This is an optimization exercise on Yosys and OpenROAD, whose aim is small area and a short achievable clock period, not a production implementation. Only simulation tests tie the RTL to the original design; equivalence was not proved. No activity file was given, so power comes from the tool's default toggle rates.

==> flow/config.mk <==
export PLATFORM = sky130hd
export DESIGN_NAME = core
export DESIGN_NICKNAME = core
export VERILOG_FILES = /design/flow/design.v
export SDC_FILE = /design/flow/constraint.sdc
export NUM_CORES = 4
export LEC_CHECK = 0
export CAP_MARGIN = 20
export CORE_MARGIN = 2
export CORE_UTILIZATION = 55
export CTS_CLUSTER_DIAMETER = 70
export CTS_CLUSTER_SIZE = 27
export SETUP_SLACK_MARGIN = 4.8
export SLEW_MARGIN = 20
export TNS_END_PERCENT = 100
==> flow/flow/run.sh <==
#!/bin/bash
# The standard layout (the standard.sh, unchanged synthesis, floorplan, power grid,
# placement, CTS and routing), with one change: the buffers that buffer_ports puts on every
# input and output port are sky130_fd_sc_hd__buf_2 instead of the default choice.
set -euo pipefail
bash standard.sh 'BUFFER_PORTS_ARGS=-buffer_cell sky130_fd_sc_hd__buf_2' finish > standard.log 2>&1
==> flow/design.v <==
package riscv_cpu_pkg;
  parameter ADDR_WIDTH = 5;
  parameter DATA_WIDTH = 32;
  parameter CSR_WIDTH  = 16;
  parameter CU_PC_BOOT    = 2'b00;
  parameter CU_PC_STALL   = 2'b01;
  parameter CU_PC_NEXT    = 2'b10;
  parameter BU_MUX_WIDTH = 2; 
  parameter BU_PC_NEXT   = 2'b00;
  parameter BU_PC_JAL    = 2'b01;
  parameter BU_PC_BRANCH = 2'b10;
  parameter OP_MSB     = 6;
  parameter OP_LSB     = 0;
  parameter FUNCT3_MSB = 14;
  parameter FUNCT3_LSB = 12;
  parameter FUNCT7_MSB = 31;
  parameter FUNCT7_LSB = 25;
  parameter REG_S1_MSB = 19;
  parameter REG_S1_LSB = 15;
  parameter REG_S2_MSB = 24;
  parameter REG_S2_LSB = 20;
  parameter REG_RD_MSB = 11;
  parameter REG_RD_LSB = 7;
  parameter IMM_MSB    = 31;
  parameter IMM_LSB    = 20;
  parameter IMM_NBITS = IMM_MSB - IMM_LSB + 1;
  parameter OPCODE_LUI       = 7'h37;
  parameter OPCODE_AUIPC     = 7'h17;
  parameter OPCODE_JAL       = 7'h6F;
  parameter OPCODE_JALR      = 7'h67;
  parameter OPCODE_BRANCH    = 7'h63;
  parameter OPCODE_LOAD      = 7'h03;
  parameter OPCODE_STORE     = 7'h23;
  parameter OPCODE_OP_IMM    = 7'h13;
  parameter OPCODE_OP        = 7'h33;
  parameter OPCODE_MISC_MEM  = 7'h0F;
  parameter OPCODE_SYSTEM    = 7'h73;
  parameter BEQ  = 3'b000;
  parameter BNE  = 3'b001;
  parameter BLT  = 3'b100;
  parameter BGE  = 3'b101;
  parameter BLTU = 3'b110;
  parameter BGEU = 3'b111;
  parameter LB   = 3'b000;
  parameter LH   = 3'b001;
  parameter LW   = 3'b010;
  parameter LBU  = 3'b100;
  parameter LHU  = 3'b101;
  parameter SB = 3'b000;
  parameter SH = 3'b001;
  parameter SW = 3'b010;
  parameter ADDI  = 3'b000;
  parameter SLTI  = 3'b010;
  parameter SLTIU = 3'b011;
  parameter XORI  = 3'b100;
  parameter ORI   = 3'b110;
  parameter ANDI  = 3'b111;
  parameter SLLI  = 3'b001;
  parameter SRI   = 3'b101;
  parameter ADD  = 3'b000;
  parameter SLL  = 3'b001;
  parameter SLT  = 3'b010;
  parameter SLTU = 3'b011;
  parameter XOR  = 3'b100;
  parameter SR   = 3'b101;
  parameter OR   = 3'b110;
  parameter AND  = 3'b111;
  parameter OP_A_REG   = 2'b00;
  parameter OP_A_IMM   = 2'b01;
  parameter OP_A_PC    = 2'b10;
  parameter OP_B_REG   = 0;
  parameter OP_B_IMM   = 1;
  parameter ALU_OP_WIDTH = 4;
  parameter ALU_ADD  = 4'b0000;
  parameter ALU_SUB  = 4'b0001;
  parameter ALU_XOR  = 4'b0010;
  parameter ALU_AND  = 4'b0011;
  parameter ALU_OR   = 4'b0100;
  parameter ALU_SLT  = 4'b0101;
  parameter ALU_SLTU = 4'b0110;
  parameter ALU_SLL  = 4'b0111;
  parameter ALU_SRL  = 4'b1000;
  parameter ALU_SRA  = 4'b1001;
  parameter IMM_MUX_WIDTH = 2;
  parameter IMM_Z     = 2'b00;
  parameter IMM_I     = 2'b01;
  parameter IMM_S     = 2'b10;
  parameter IMM_J     = 2'b11;
  parameter JAL_JUMP      = 0;
  parameter JAL_JUMPR     = 1;
  parameter CSR_CARRY    = 0;
  parameter CSR_OVERFLOW = 1;
  parameter CSR_SIGN     = 2;
  parameter CSR_ZERO     = 3;
  parameter NO_BRANCH         = 2'b00;
  parameter BRANCH_IF_EQUAL   = 2'b01;
  parameter BRANCH_IF_EQUAL_N = 2'b10;
  parameter BRANC_IF_SIGN     = 2'b11;
  parameter WDATA_MUX_WIDTH = 1;
  parameter WDATA_ALU = 1'b0;
  parameter WDATA_MEM = 1'b1;
  parameter JALR_RDATA_MUX_WIDTH = 1;
  parameter JALR_RDATA_REG = 1'b0;
  parameter JALR_RDATA_MEM = 1'b1;
  parameter ALU_DATA_A_MUX_WIDTH = 2;
  parameter ALU_DATA_A_REG = 2'b00;
  parameter ALU_DATA_A_MEM = 2'b01;
  parameter ALU_DATA_A_WB  = 2'b10;
  parameter ALU_DATA_B_MUX_WIDTH = 2;
  parameter ALU_DATA_B_REG = 2'b00;
  parameter ALU_DATA_B_MEM = 2'b01;
  parameter ALU_DATA_B_WB  = 2'b10;
typedef struct packed {
  logic  [ALU_OP_WIDTH-1:0] alu_op;
} ex_ctl_t;
typedef struct packed {
  logic             [1:0] branch_mux;
  logic                   mem_we;
} mem_ctl_t;
typedef struct packed {
  logic                        reg_we;
  logic  [WDATA_MUX_WIDTH-1:0] wdata_mux;
} wb_ctl_t;
typedef struct packed {
  logic  [DATA_WIDTH-1:0] imm;
  logic  [DATA_WIDTH-1:0] alu_data_a;
  logic  [DATA_WIDTH-1:0] alu_data_b;
  logic  [ADDR_WIDTH-1:0] reg_raddr_a;
  logic  [ADDR_WIDTH-1:0] reg_raddr_b;
  logic                   data_a_reg;   
  logic                   data_b_reg;   
  logic            [31:0] pc;
  logic            [31:0] branch_addr;
  logic  [DATA_WIDTH-1:0] mem_wdata;
  logic  [ADDR_WIDTH-1:0] dest_reg;
} id2ex_t;
typedef struct packed {
  logic            [31:0] pc;
  logic            [31:0] branch_addr;
  logic  [DATA_WIDTH-1:0] mem_wdata;
  logic  [ADDR_WIDTH-1:0] dest_reg;
  logic  [DATA_WIDTH-1:0] alu_result;
} ex2mem_t;
typedef struct packed {
  logic       [ADDR_WIDTH-1:0] dest_reg;
  logic       [DATA_WIDTH-1:0] alu_result;
  logic       [DATA_WIDTH-1:0] mem_data;
} mem2wb_t;
endpackage : riscv_cpu_pkg
module ks_add #(
  parameter int W = 32
) (
  input  logic [W-1:0] a,
  input  logic [W-1:0] b,
  input  logic         cin,
  output logic [W-1:0] sum
);
  localparam int L = 5;   
  logic [W-1:0] g [L+1];
  logic [W-1:0] p [L+1];
  logic [W-1:0] c;
  assign g[0] = {a[W-1:1] & b[W-1:1], (a[0] & b[0]) | (cin & (a[0] ^ b[0]))};
  assign p[0] = a ^ b;
  generate
    genvar l, i;
    for (l = 0; l < L; l++) begin : g_lvl
      for (i = 0; i < W; i++) begin : g_bit
        if (i >= (1 << l)) begin : g_op
          assign g[l+1][i] = g[l][i] | (p[l][i] & g[l][i-(1<<l)]);
          assign p[l+1][i] = p[l][i] & p[l][i-(1<<l)];
        end else begin : g_pass
          assign g[l+1][i] = g[l][i];
          assign p[l+1][i] = p[l][i];
        end
      end
    end
  endgenerate
  assign c   = {g[L][W-2:0], cin};
  assign sum = p[0] ^ c;
endmodule
module core (
  input  logic        clk_i,
  input  logic        rst_ni,
  output logic        instr_req_o,
  input  logic        instr_gnt_i,
  input  logic        instr_rvalid_i,
  output logic [31:0] instr_addr_o,
  input  logic [31:0] instr_rdata_i,
  output logic        data_req_o,
  input  logic        data_gnt_i,
  input  logic        data_rvalid_i,
  output logic        data_we_o,
  output logic [3:0]  data_be_o,
  output logic [31:0] data_addr_o,
  output logic [31:0] data_wdata_o,
  input  logic [31:0] data_rdata_i,
  input  logic [31:0] irq_i,
  output logic        irq_ack_o,
  output logic [4:0]  irq_id_o,
  input  logic        fetch_enable_i,
  input  logic [31:0] boot_addr_i
);
  assign instr_req_o = 1'b1;
  assign data_req_o  = 1'b1;
  assign data_be_o   = 4'hF;
  assign irq_ack_o   = 1'b0;
  assign irq_id_o    = 5'b0;
  logic [31:0] alu_res;      
  logic [31:0] pc_q;         
  logic [31:0] id_pc_q;      
  logic [31:0] id_instr_q;   
  logic [6:0]  id_cls_q;     
  logic [31:0] ex_op_a_q, ex_op_b_q;
  logic [31:0] ex_x_q;       
  logic [4:0]  ex_dest_q;
  logic        ex_reg_we_q, ex_load_q, ex_mem_we_q, ex_beq_q, ex_bne_q;
  logic        ex_add_q, ex_sub_q, ex_xor_q, ex_and_q, ex_or_q, ex_sll_q, ex_srl_q;
  logic        ex_hold_a_q, ex_hold_b_q;
  logic [3:0]  ex_sh0_q, ex_sh1_q;    
  logic [1:0]  ex_sh2_q;              
  logic        stall_q;                            
  logic        stall_id;                           
  logic [31:0] mem_alu_q, mem_x_q;
  logic [4:0]  mem_dest_q;
  logic        mem_reg_we_q, mem_load_q, mem_we_q;
  logic        taken_q;                            
  logic [31:0] wb_val_q;
  logic [4:0]  wb_dest_q;
  logic        wb_we_q;
  logic [31:1] rf_valid_q;
  logic [31:0] rf_q [32];
  logic [31:0] rf_wsel;      
  logic [31:1] rf_wsel_q;
  assign rf_q[0] = 32'b0;
  assign rf_wsel = {rf_wsel_q, 1'b0};
  always_ff @(posedge clk_i or negedge rst_ni) begin
    if (~rst_ni) rf_wsel_q <= '0;
    else for (int i = 1; i < 32; i++) rf_wsel_q[i] <= mem_reg_we_q && (mem_dest_q == i);
  end
  generate
    genvar gi;
    for (gi = 1; gi < 32; gi++) begin : g_rf
      logic [31:0] r;
      always_ff @(posedge clk_i) begin
        if (rf_wsel[gi]) r <= wb_val_q;
      end
      assign rf_q[gi] = r;
    end
  endgenerate
  logic [31:1] rf_valid_d;
  assign rf_valid_d = rf_valid_q | rf_wsel[31:1];
  always_ff @(posedge clk_i or negedge rst_ni) begin
    if (~rst_ni) rf_valid_q <= '0;
    else         rf_valid_q <= rf_valid_d;
  end
  logic [31:1] rd_sel1_q, rd_sel2_q;
  logic        rd_byp1_q, rd_byp2_q;    
  logic        byp1_d, byp2_d;
  logic [4:0]  nx_rs1, nx_rs2;
  assign nx_rs1 = stall_id ? id_instr_q[19:15] : instr_rdata_i[19:15];
  assign nx_rs2 = stall_id ? id_instr_q[24:20] : instr_rdata_i[24:20];
  assign byp1_d = mem_reg_we_q && (mem_dest_q == nx_rs1);
  assign byp2_d = mem_reg_we_q && (mem_dest_q == nx_rs2);
  always_ff @(posedge clk_i or negedge rst_ni) begin
    if (~rst_ni) begin
      rd_sel1_q <= '0;
      rd_sel2_q <= '0;
      rd_byp1_q <= 1'b0;
      rd_byp2_q <= 1'b0;
    end else begin
      rd_byp1_q <= byp1_d;
      rd_byp2_q <= byp2_d;
      for (int i = 1; i < 32; i++) begin
        rd_sel1_q[i] <= (nx_rs1 == i) && rf_valid_d[i] && !byp1_d;
        rd_sel2_q[i] <= (nx_rs2 == i) && rf_valid_d[i] && !byp2_d;
      end
    end
  end
  logic [31:0] I;
  logic [2:0]  f3;
  logic [4:0]  rs1, rs2, rd;
  assign I   = id_instr_q;
  assign f3  = I[14:12];
  assign rs1 = I[19:15];
  assign rs2 = I[24:20];
  assign rd  = I[11:7];
  logic is_jal, is_jalr, is_br, is_ld, is_st, is_opi, is_op;
  assign {is_jal, is_jalr, is_br, is_ld, is_st, is_opi, is_op} = id_cls_q;
  logic a_pc, a_reg, b_reg, d_reg_we;
  assign a_pc     = is_jal | is_jalr;
  assign a_reg    = ~a_pc;
  assign b_reg    = is_br | is_op;
  assign d_reg_we = is_jal | is_jalr | is_ld | is_opi | is_op;
  logic [31:0] imm;
  always_comb begin
    imm = 32'b0;
    if (is_ld | is_opi) imm = {{20{I[31]}}, I[31:20]};
    else if (is_st)     imm = {{20{I[31]}}, I[31:25], I[11:7]};
    else if (a_pc)      imm = 32'd4;
  end
  logic d_add, d_sub, d_xor, d_and, d_or, d_sll, d_srl;
  always_comb begin
    d_add = 1'b0; d_sub = 1'b0; d_xor = 1'b0; d_and = 1'b0;
    d_or  = 1'b0; d_sll = 1'b0; d_srl = 1'b0;
    if (is_opi | is_op) begin
      case (f3)
        3'b000: if (is_op & I[30]) d_sub = 1'b1; else d_add = 1'b1;
        3'b001: d_sll = 1'b1;
        3'b100: d_xor = 1'b1;
        3'b101: d_srl = 1'b1;
        3'b110: d_or  = 1'b1;
        3'b111: d_and = 1'b1;
        default: ;
      endcase
    end else if (is_br) begin
      d_sub = 1'b1;
    end else begin
      d_add = 1'b1;
    end
  end
  logic [31:0] rf_a, rf_b;
  always_comb begin
    rf_a = 32'b0;
    rf_b = 32'b0;
    for (int i = 1; i < 32; i++) begin
      if (rd_sel1_q[i]) rf_a = rf_a | rf_q[i];
      if (rd_sel2_q[i]) rf_b = rf_b | rf_q[i];
    end
    if (rd_byp1_q) rf_a = rf_a | wb_val_q;
    if (rd_byp2_q) rf_b = rf_b | wb_val_q;
  end
  logic ex_hit1, ex_hit2, mem_hit1, mem_hit2;
  assign ex_hit1  = (rs1 == ex_dest_q)  && ex_reg_we_q  && (ex_dest_q  != 5'd0);
  assign ex_hit2  = (rs2 == ex_dest_q)  && ex_reg_we_q  && (ex_dest_q  != 5'd0);
  assign mem_hit1 = (rs1 == mem_dest_q) && mem_reg_we_q && (mem_dest_q != 5'd0);
  assign mem_hit2 = (rs2 == mem_dest_q) && mem_reg_we_q && (mem_dest_q != 5'd0);
  logic [31:0] jal_off, jalr_off, br_off, br_tgt, jal_tgt, jalr_m_tgt, jalr_r_tgt;
  assign jal_off    = {{13{I[31]}}, I[19:12], I[20], I[30:21]};
  assign jalr_off   = {{20{I[31]}}, I[31:20]};
  assign br_off     = {{21{I[31]}}, I[7], I[30:25], I[11:8]};
  assign br_tgt     = id_pc_q + br_off;
  assign jal_tgt    = id_pc_q + jal_off;
  logic [12:0] jalr_lo;
  logic [19:0] jalr_hi, jalr_hi_p, jalr_hi_m;
  assign jalr_lo = {1'b0, mem_alu_q[11:0]} + {1'b0, jalr_off[11:0]};
  assign jalr_hi = mem_alu_q[31:12];
  always_comb begin
    for (int k = 0; k < 20; k++) begin
      jalr_hi_p[k] = jalr_hi[k] ^ (&(jalr_hi | (20'hFFFFF << k)));    
      jalr_hi_m[k] = jalr_hi[k] ^ ~(|(jalr_hi & ~(20'hFFFFF << k)));   
    end
  end
  assign jalr_m_tgt = {(I[31] == jalr_lo[12]) ? jalr_hi : jalr_lo[12] ? jalr_hi_p : jalr_hi_m,
                       jalr_lo[11:0]};
  assign jalr_r_tgt = {27'b0, rs1} + jalr_off;
  assign stall_id = (ex_hit1 && is_jalr) || stall_q;
  logic [31:0] pc_d;
  logic [6:0]  if_opc;
  logic [6:0]  if_cls;
  assign if_opc = instr_rdata_i[6:0];
  assign if_cls = {if_opc == 7'h6F, if_opc == 7'h67, if_opc == 7'h63, if_opc == 7'h03,
                   if_opc == 7'h23, if_opc == 7'h13, if_opc == 7'h33};
  always_comb begin
    if (taken_q)                  pc_d = mem_x_q;
    else if (is_jal)              pc_d = jal_tgt;
    else if (is_jalr)             pc_d = mem_hit1 ? jalr_m_tgt : jalr_r_tgt;
    else                          pc_d = pc_q + 32'd4;
  end
  always_ff @(posedge clk_i or negedge rst_ni) begin
    if (~rst_ni) begin
      pc_q     <= '0;
      id_cls_q <= '0;
    end else if (!stall_id) begin
      pc_q     <= pc_d;
      id_cls_q <= if_cls;
    end
  end
  always_ff @(posedge clk_i) begin
    if (!stall_id) begin
      id_pc_q          <= pc_q;
      id_instr_q       <= instr_rdata_i;
    end
  end
  assign instr_addr_o = pc_q;
  logic ld_ex;       
  assign ld_ex = ex_load_q;
  logic stall_next, fm_a, fw_a, fm_b, fw_b;
  assign stall_next = (ex_hit1 || ex_hit2) && ld_ex;
  assign fm_a = ex_hit1 && a_reg && !stall_next;
  assign fw_a = !(ex_hit1 && a_reg) && mem_hit1 && a_reg && !stall_next;
  assign fm_b = ex_hit2 && b_reg && !stall_next;
  assign fw_b = !(ex_hit2 && b_reg) && mem_hit2 && a_reg && !stall_next;
  logic [31:0] mem_wb_val;     
  logic [31:0] raw_a, raw_b;
  assign raw_a = a_pc ? id_pc_q : rf_a;
  assign raw_b = b_reg ? rf_b : imm;
  logic [31:0] b_next;
  assign b_next = ({32{fm_b}} & alu_res) | ({32{fw_b}} & mem_wb_val) | ({32{!fm_b && !fw_b}} & raw_b);
  always_ff @(posedge clk_i) begin
    if (stall_q) begin
      if (ex_hold_b_q) begin
        ex_sh0_q <= 4'b1 << data_rdata_i[1:0];
        ex_sh1_q <= 4'b1 << data_rdata_i[3:2];
        ex_sh2_q <= 2'b1 << data_rdata_i[4];
      end
    end else begin
      ex_sh0_q <= 4'b1 << b_next[1:0];
      ex_sh1_q <= 4'b1 << b_next[3:2];
      ex_sh2_q <= 2'b1 << b_next[4];
    end
  end
  always_ff @(posedge clk_i) begin
    if (stall_q) begin
      if (ex_hold_a_q) ex_op_a_q <= data_rdata_i;
      if (ex_hold_b_q) ex_op_b_q <= data_rdata_i ^ {32{ex_sub_q}};
    end else begin
      ex_op_a_q  <= ({32{fm_a}} & alu_res) | ({32{fw_a}} & mem_wb_val)
                  | ({32{!fm_a && !fw_a}} & raw_a);
      ex_op_b_q  <= ({32{fm_b && !d_sub}} & alu_res) | ({32{fm_b && d_sub}} & ~alu_res)
                  | ({32{fw_b && !d_sub}} & mem_wb_val) | ({32{fw_b && d_sub}} & ~mem_wb_val)
                  | ({32{!fm_b && !fw_b}} & (raw_b ^ {32{d_sub}}));
      ex_x_q     <= is_st ? rf_b : br_tgt;
      ex_dest_q  <= rd;
    end
  end
  always_ff @(posedge clk_i or negedge rst_ni) begin
    if (~rst_ni) begin
      {ex_reg_we_q, ex_load_q, ex_mem_we_q, ex_beq_q, ex_bne_q} <= '0;
      {ex_add_q, ex_sub_q, ex_xor_q, ex_and_q, ex_or_q, ex_sll_q, ex_srl_q} <= '0;
      {ex_hold_a_q, ex_hold_b_q, stall_q} <= '0;
    end else if (stall_q) begin
      ex_hold_a_q <= 1'b0;
      ex_hold_b_q <= 1'b0;
      stall_q     <= 1'b0;
    end else if (taken_q) begin
      {ex_reg_we_q, ex_load_q, ex_mem_we_q, ex_beq_q, ex_bne_q} <= '0;
      {ex_add_q, ex_sub_q, ex_xor_q, ex_and_q, ex_or_q, ex_sll_q, ex_srl_q} <= '0;
      {ex_hold_a_q, ex_hold_b_q, stall_q} <= '0;
    end else begin
      ex_reg_we_q <= d_reg_we;
      ex_load_q   <= is_ld;
      ex_mem_we_q <= is_st;
      ex_beq_q    <= is_br && (f3 == 3'b000);
      ex_bne_q    <= is_br && (f3 == 3'b001);
      ex_add_q    <= d_add;
      ex_sub_q    <= d_sub;
      ex_xor_q    <= d_xor;
      ex_and_q    <= d_and;
      ex_or_q     <= d_or;
      ex_sll_q    <= d_sll;
      ex_srl_q    <= d_srl;
      ex_hold_a_q <= ex_hit1 && ld_ex && a_reg;
      ex_hold_b_q <= ex_hit2 && ld_ex && a_reg;
      stall_q     <= stall_next;
    end
  end
  logic [31:0] alu_a, alu_b;
  assign alu_a = ex_op_a_q;
  assign alu_b = ex_op_b_q;    
  logic [31:0] sum;
  ks_add #(.W(32)) u_add (.a(alu_a), .b(alu_b), .cin(ex_sub_q), .sum(sum));
  logic squash_ex;
  assign squash_ex = taken_q | stall_q;
  logic [31:0] sll1, sll2, sll_res, srl1, srl2, srl_res;
  assign sll1 = ({32{ex_sh0_q[0]}} & alu_a)        | ({32{ex_sh0_q[1]}} & (alu_a << 1))
              | ({32{ex_sh0_q[2]}} & (alu_a << 2)) | ({32{ex_sh0_q[3]}} & (alu_a << 3));
  assign sll2 = ({32{ex_sh1_q[0]}} & sll1)         | ({32{ex_sh1_q[1]}} & (sll1 << 4))
              | ({32{ex_sh1_q[2]}} & (sll1 << 8))  | ({32{ex_sh1_q[3]}} & (sll1 << 12));
  assign sll_res = ({32{ex_sh2_q[0]}} & sll2)      | ({32{ex_sh2_q[1]}} & (sll2 << 16));
  assign srl1 = ({32{ex_sh0_q[0]}} & alu_a)        | ({32{ex_sh0_q[1]}} & (alu_a >> 1))
              | ({32{ex_sh0_q[2]}} & (alu_a >> 2)) | ({32{ex_sh0_q[3]}} & (alu_a >> 3));
  assign srl2 = ({32{ex_sh1_q[0]}} & srl1)         | ({32{ex_sh1_q[1]}} & (srl1 >> 4))
              | ({32{ex_sh1_q[2]}} & (srl1 >> 8))  | ({32{ex_sh1_q[3]}} & (srl1 >> 12));
  assign srl_res = ({32{ex_sh2_q[0]}} & srl2)      | ({32{ex_sh2_q[1]}} & (srl2 >> 16));
  logic r_arith, r_xor, r_and, r_or, r_sll, r_srl;
  assign r_arith = (ex_add_q | ex_sub_q) & ~squash_ex;
  assign r_xor   = ex_xor_q & ~squash_ex;
  assign r_and   = ex_and_q & ~squash_ex;
  assign r_or    = ex_or_q  & ~squash_ex;
  assign r_sll   = ex_sll_q & ~squash_ex;
  assign r_srl   = ex_srl_q & ~squash_ex;
  assign alu_res = ({32{r_arith}} & sum)
                 | ({32{r_xor}} & (alu_a ^ alu_b))
                 | ({32{r_and}} & (alu_a & alu_b))
                 | ({32{r_or}}  & (alu_a | alu_b))
                 | ({32{r_sll}} & sll_res)
                 | ({32{r_srl}} & srl_res);
  logic eq;
  assign eq = &(alu_a ^ alu_b);
  always_ff @(posedge clk_i or negedge rst_ni) begin
    if (~rst_ni) begin
      mem_alu_q    <= '0;
      mem_reg_we_q <= 1'b0;
      mem_load_q   <= 1'b0;
      mem_we_q     <= 1'b0;
      taken_q      <= 1'b0;
    end else begin
      mem_alu_q    <= alu_res;
      mem_reg_we_q <= ~squash_ex & ex_reg_we_q;
      mem_load_q   <= ~squash_ex & ex_load_q;
      mem_we_q     <= ~squash_ex & ex_mem_we_q;
      taken_q      <= ~squash_ex & ((ex_beq_q & eq) | (ex_bne_q & ~eq));
    end
  end
  always_ff @(posedge clk_i) begin
    mem_x_q     <= ex_x_q;
    mem_dest_q  <= ex_dest_q;
  end
  assign data_addr_o  = mem_alu_q;
  assign data_we_o    = mem_we_q;
  assign data_wdata_o = mem_x_q;
  assign mem_wb_val   = mem_load_q ? data_rdata_i : mem_alu_q;
  always_ff @(posedge clk_i or negedge rst_ni) begin
    if (~rst_ni) wb_we_q <= 1'b0;
    else         wb_we_q <= mem_reg_we_q;
  end
  always_ff @(posedge clk_i) begin
    wb_val_q  <= mem_wb_val;
    wb_dest_q <= mem_dest_q;
  end
endmodule
==> flow/constraint.sdc <==
create_clock -name core_clock -period 8.0 [get_ports {clk_i}]
set_input_delay 1.6000 -clock core_clock [delete_from_list [all_inputs] [get_ports {clk_i}]]
set_output_delay 1.6000 -clock core_clock [all_outputs]
set_load 0.01 [all_outputs]
==> flow/standard.sh <==
#!/bin/bash
# synth_recipe.tcl (not shown) runs the flow's synth.tcl, then flattens the netlist and writes it again
# the make line also repeats each setting of config.mk as NAME=value (left out here)
make -C /OpenROAD-flow-scripts/flow DESIGN_CONFIG=/design/flow/config.mk WORK_HOME=/design/flow/orfs CLKGATE_MAP_FILE= SYNTH_SCRIPT=/design/flow/synth_recipe.tcl "${@:-finish}"
==> run notes <==
-- cell usage in the layout, fill, tap and decap left out, drive strengths merged, types with 30 or more instances in the layout --
cell / n
ha: 126
nand2: 359
nand2b: 30
a31oi: 35
xnor2: 210
and3: 32
dfxtp: 69
a21o: 41
o21ai: 212
buf: 630
nor3: 108
nand4: 222
a221oi: 131
a22o: 124
a22oi: 862
inv: 230
dfrtp: 216
mux2i: 52
nand3: 215
or4: 31
nor2: 234
edfxtp: 1160
clkinv: 33
a21oi: 357
nor4: 41
clkbuf: 121
a211oi: 56
xor2: 73
a222oi: 37
-- per-layer routing --
layer,vias up,GRT usage [%]
met3,2084,24.75
met2,7133,71.67
met1,31050,63.99
met5,-,0
met4,35,40.62
li1,24400,-
-- through the flow --
step / hold slack [ns] / power, W
after floorplan: 0.3233 / 0.01064
after global placement: 0.3238 / 0.01178
after detailed placement: 0.3278 / 0.01179
after CTS: 0.3239 / 0.01781
after global routing: 0.3367 / 0.01864
final: 0.3273 / 0.01825
-- repair_timing --
item | in CTS | in global routing
setup buffers | 189 | 119
gates resized for setup | 411 | 390
setup endpoints to repair | 304 | 209
pin swaps | 100 | 201
cloned | 8 | 10
-- state kept, by name, summed over array words and instances (netlist names), 25 cells and up --
| register | cells |
|---|---|
| rf_valid_q | 31 |
| id_pc_q | 32 |
| ex_op_b_q | 32 |
| rd_sel1_q | 31 |
| rf_wsel_q | 31 |
| ex_x_q | 32 |
| rd_sel2_q | 31 |
| wb_val_q | 32 |
| id_instr_q | 25 |
| mem_x_q | 32 |
| ex_op_a_q | 32 |
| mem_alu_q | 32 |
| pc_q | 32 |
| g_rf.r | 992 |
-- final cells by class --
cell class | count | area [sq um]
Fill cell | 9577 | 43760
Sequential cell | 1445 | 41840
Multi-Input combinational cell | 3925 | 29360
Timing Repair Buffer | 647 | 5572
Clock buffer | 108 | 2596
Tap cell | 1662 | 2079
Clock inverter | 82 | 1165
Inverter | 185 | 725.7
Antenna cell | 27 | 67.56
Timing Repair inverter | 3 | 33.78
-- path summary, 6_finish.rpt --
check                                 to  slack [ns]
setup / recovery           ex_op_b_q[20]        4.43
hold reg to reg               mem_x_q[5]        0.33
hold / removal                mem_x_q[5]        0.33
setup reg to reg           ex_op_b_q[20]        4.43
max in group asynchronous  rd_sel1_q[14]        5.75
min in group asynchronous  mem_alu_q[12]        0.79
-- power groups by stage --
| stage | clock [W] | combinational [W] | sequential (W) |
|---|---|---|---|
| 2_1_floorplan | 0 | 0.00149 | 0.00915 |
| 3_3_place_gp | 0 | 0.00238 | 0.00940 |
| 3_5_place_dp | 0 | 0.00239 | 0.00940 |
| 4_1_cts | 0.00589 | 0.00270 | 0.00922 |
| 5_1_grt | 0.00616 | 0.00320 | 0.00929 |
| 6_report | 0.00593 | 0.00304 | 0.00928 |
-- cell families (layout without fill, tap and decap cells) --
group | Yosys count | after routing | synth area share (%)
flip-flops | 1445 | 1445 | 59.15
AND/OR/NAND/NOR | 1390 | 1390 | 9.967
adder cells (fa/ha/maj) | 132 | 132 | 2.411
multiplexers | 73 | 73 | 1.076
AO/OA/AOI/OAI | 2032 | 2035 | 20.43
XOR/XNOR | 283 | 283 | 3.523
buffers and inverters | 621 | 1025 | 3.427
other | 2 | 39 | 0.01067
==> implementation parameters <==
Parameter                              Value

Power
  Largest vdd supply drop    about 0.00023 V
  Fraction of power consumed by sequential logic    50.8%
  Net switching power    between 0.005 and 0.006 W
  Power density normalized to cell area    about 220 nW/um^2
  Relative contribution of the clock network to total power    32.5%
  Cell-internal power    0.01252 W
  Combinational Power Share    16.7%
  Proportion of total power due to net switching    31.39%
  Cell leakage power    around 30 nW

Layout
  Layout overhead on the synthesized area    18.58%
  Layout Cells excl Fill    8084
  Final Net Count    6574
  Share of cells above drive strength 1    roughly 22%
  Final core occ    65.60%
  Final Instance Area    83430 sq um

Synthesis
  Number of register bits inferred by synthesis    around 1400
  Top_reg_cell synth    sky130_fd_sc_hd__edfxtp_1
  Count of yosys warnings during synthesis    5
  Cell area after synthesis    roughly 70000 sq um
  Leading post-synthesis cells by instance count    sky130_fd_sc_hd__edfxtp_1, sky130_fd_sc_hd__a22oi_1, sky130_fd_sc_hd__a21oi_1, sky130_fd_sc_hd__nand2_1, sky130_fd_sc_hd__clkbuf_1
  Top area cells in the synthesized netlist    sky130_fd_sc_hd__edfxtp_1, sky130_fd_sc_hd__a22oi_1, sky130_fd_sc_hd__dfrtp_1
  Top-count cell post-synth    sky130_fd_sc_hd__edfxtp_1
  Sequential element share of the synthesized area    59.15%
  FFs w/ async S/R, synth    14.95%
  Unique cell type count in the Yosys netlist    86
  Yosys top cell by area    sky130_fd_sc_hd__edfxtp_1
  Synthesized netlist cell count    5978
  Area share of the leading cell type in the synthesized netlist    49.51%
  Syn_area_per_cell    11.77 sq um
  Number of synthesized flops with an enable pin    1160

Clock network
  CTS tree    yes
  Largest buffer count on any clock path    3
  Clock tree root buffer cell    sky130_fd_sc_hd__clkbuf_16
  Later-pin clock latency in the skew report    0.80 ns
  Clock-pin slew reported for the worst setup and hold paths after clock tree synthesis    0.10 ns
  Number of H-tree branching levels    3
  Number of clock buffers inserted by TritonCTS    100
  Cts-stage hold buffer count    0
  Number of clock sinks seen by CTS    around 1400

Timing
  Relative slew slack    17.72%
  Final setup fails    0
  Worst path setup slack after routing    4.431 ns
  Highest Clock Rate    0.2802 GHz
  Layout Skew    approximately 0.062 ns
  RSZ-0062 raised after global routing    true
  Final hold violation count    0
  Setup_tns    0 ns
  Number of slew-limit violations in the final report    0
  Slew at the pin closest to its max-slew limit    1.234 ns
  Share of the cycle needed by the critical path after routing    44.61%
  Time the worst path needs with I/O delays and setup    3.569 ns

Global route
  Number of global-route vias before repair    57740
  Overflow after GRT    0
  Overall track demand over capacity in global routing    52.53%
  Antenna violations before repair    31
  Global-route wire length before repair    about 470000 microns
  Pin count of the biggest net entering global routing    152

Worst hold path
  Worst Hold Path Cells    0
  Hold path start    ex_x_q[5]
  Class of the worst hold path    flop to flop

Routing
  Total via count in the routed design    64700
  Initial DRC Count    14330
  Sum of met2 wire segment lengths after detailed routing    140300 microns
  Routed wire length    357100 microns
  Via/cell ratio    8.003
  DRC    0
  M1 wire length    114200 microns
  Remaining antenna violation count    0
  Number of detailed-routing iterations run before antenna repair    13
  WL per Instance    44.17 microns
  Met3 WL post-DR    64480 microns
  Topmost layer with routed signal wires    met5

Setup path
  Crit-path cells    buf_6 > ha_4 > a21o_1 > or3_4 > o221a_4 > a211o_4 > a211oi_4 > mux2i_1 > nand3_2 > xnor2_2 > a21oi_2 > a21oi_1
  First element of the critical path    ex_op_b_q[5]
  Path type of the worst setup path    flop to flop
  Worst Path Required    about 8.5 ns
  Buffers plus inverters on the worst setup path    1
  Cells on worst reg2reg path    12
  Slowest stage cell on the critical path    sky130_fd_sc_hd__edfxtp_1
  Worst Setup End Kind    flop
  Largest stage delay, worst path    0.51 ns
  Arrival time worst endpoint    4.06 ns
  Kind of start point of the critical path    flop
  Cell class contributing the biggest share of worst-path delay    compound AO/OA/AOI/OAI gates
  Crit path depth    12
  Startpoint of the worst register-to-register path    ex_op_b_q[5]
  Highest net fanout along the worst path    5

Flow run
  Count of maximum capacitance violations    0

Floorplan
  Die Area    130800 sq um
  Core Rows    131
  Initial standard-cell utilization of the core    55.32%
  Number of top-level design ports    244
  Vertical extent of the die    361.7 microns
  Chip width    361.7 microns
  Core Area    approximately 130000 sq um

Placement
  Port bufs    162
  Cell total after placement    7537
  Worst setup slack before clock tree synthesis    3.514 ns
  Placed standard-cell area    73020 sq um
  HPWL after detailed placement    201000 microns
  Weighted congestion reported at the end of routability-driven placement    1.015

Run status
  Outcome  timing/DRC/antenna clean

re-timing with driven ports:
The flow's constraints put no driver on any port. The routed layout listed below was extracted and timed again, unchanged, in two steps.
Step 1: set_driving_cell puts a clkbuf_16 on clk_i and a buf_2 on each other input, an assumption about the parent block.
Step 2, shift: input delay + t, output delay - t, t = (earliest + latest rising clock arrival at the registers) / 2. This alone moves slack from input paths to output paths.
Three values: ideal, step 1, step 2; two values: the first two.
t, ns: 0.849
setup WS [ns]: 4.431 / 4.431 / 4.431
hold WS [ns]: 0.327 / 0.327 / 0.327
latest minus earliest clock arrival (ns): 0.064 / 0.064
slew at the worst register clock pin (ns): 0.11 / 0.11
After both steps setup and hold are still met in this run. The setup slack of this run moves by 0.000 ns with the drivers and by 0.000 ns with both steps.
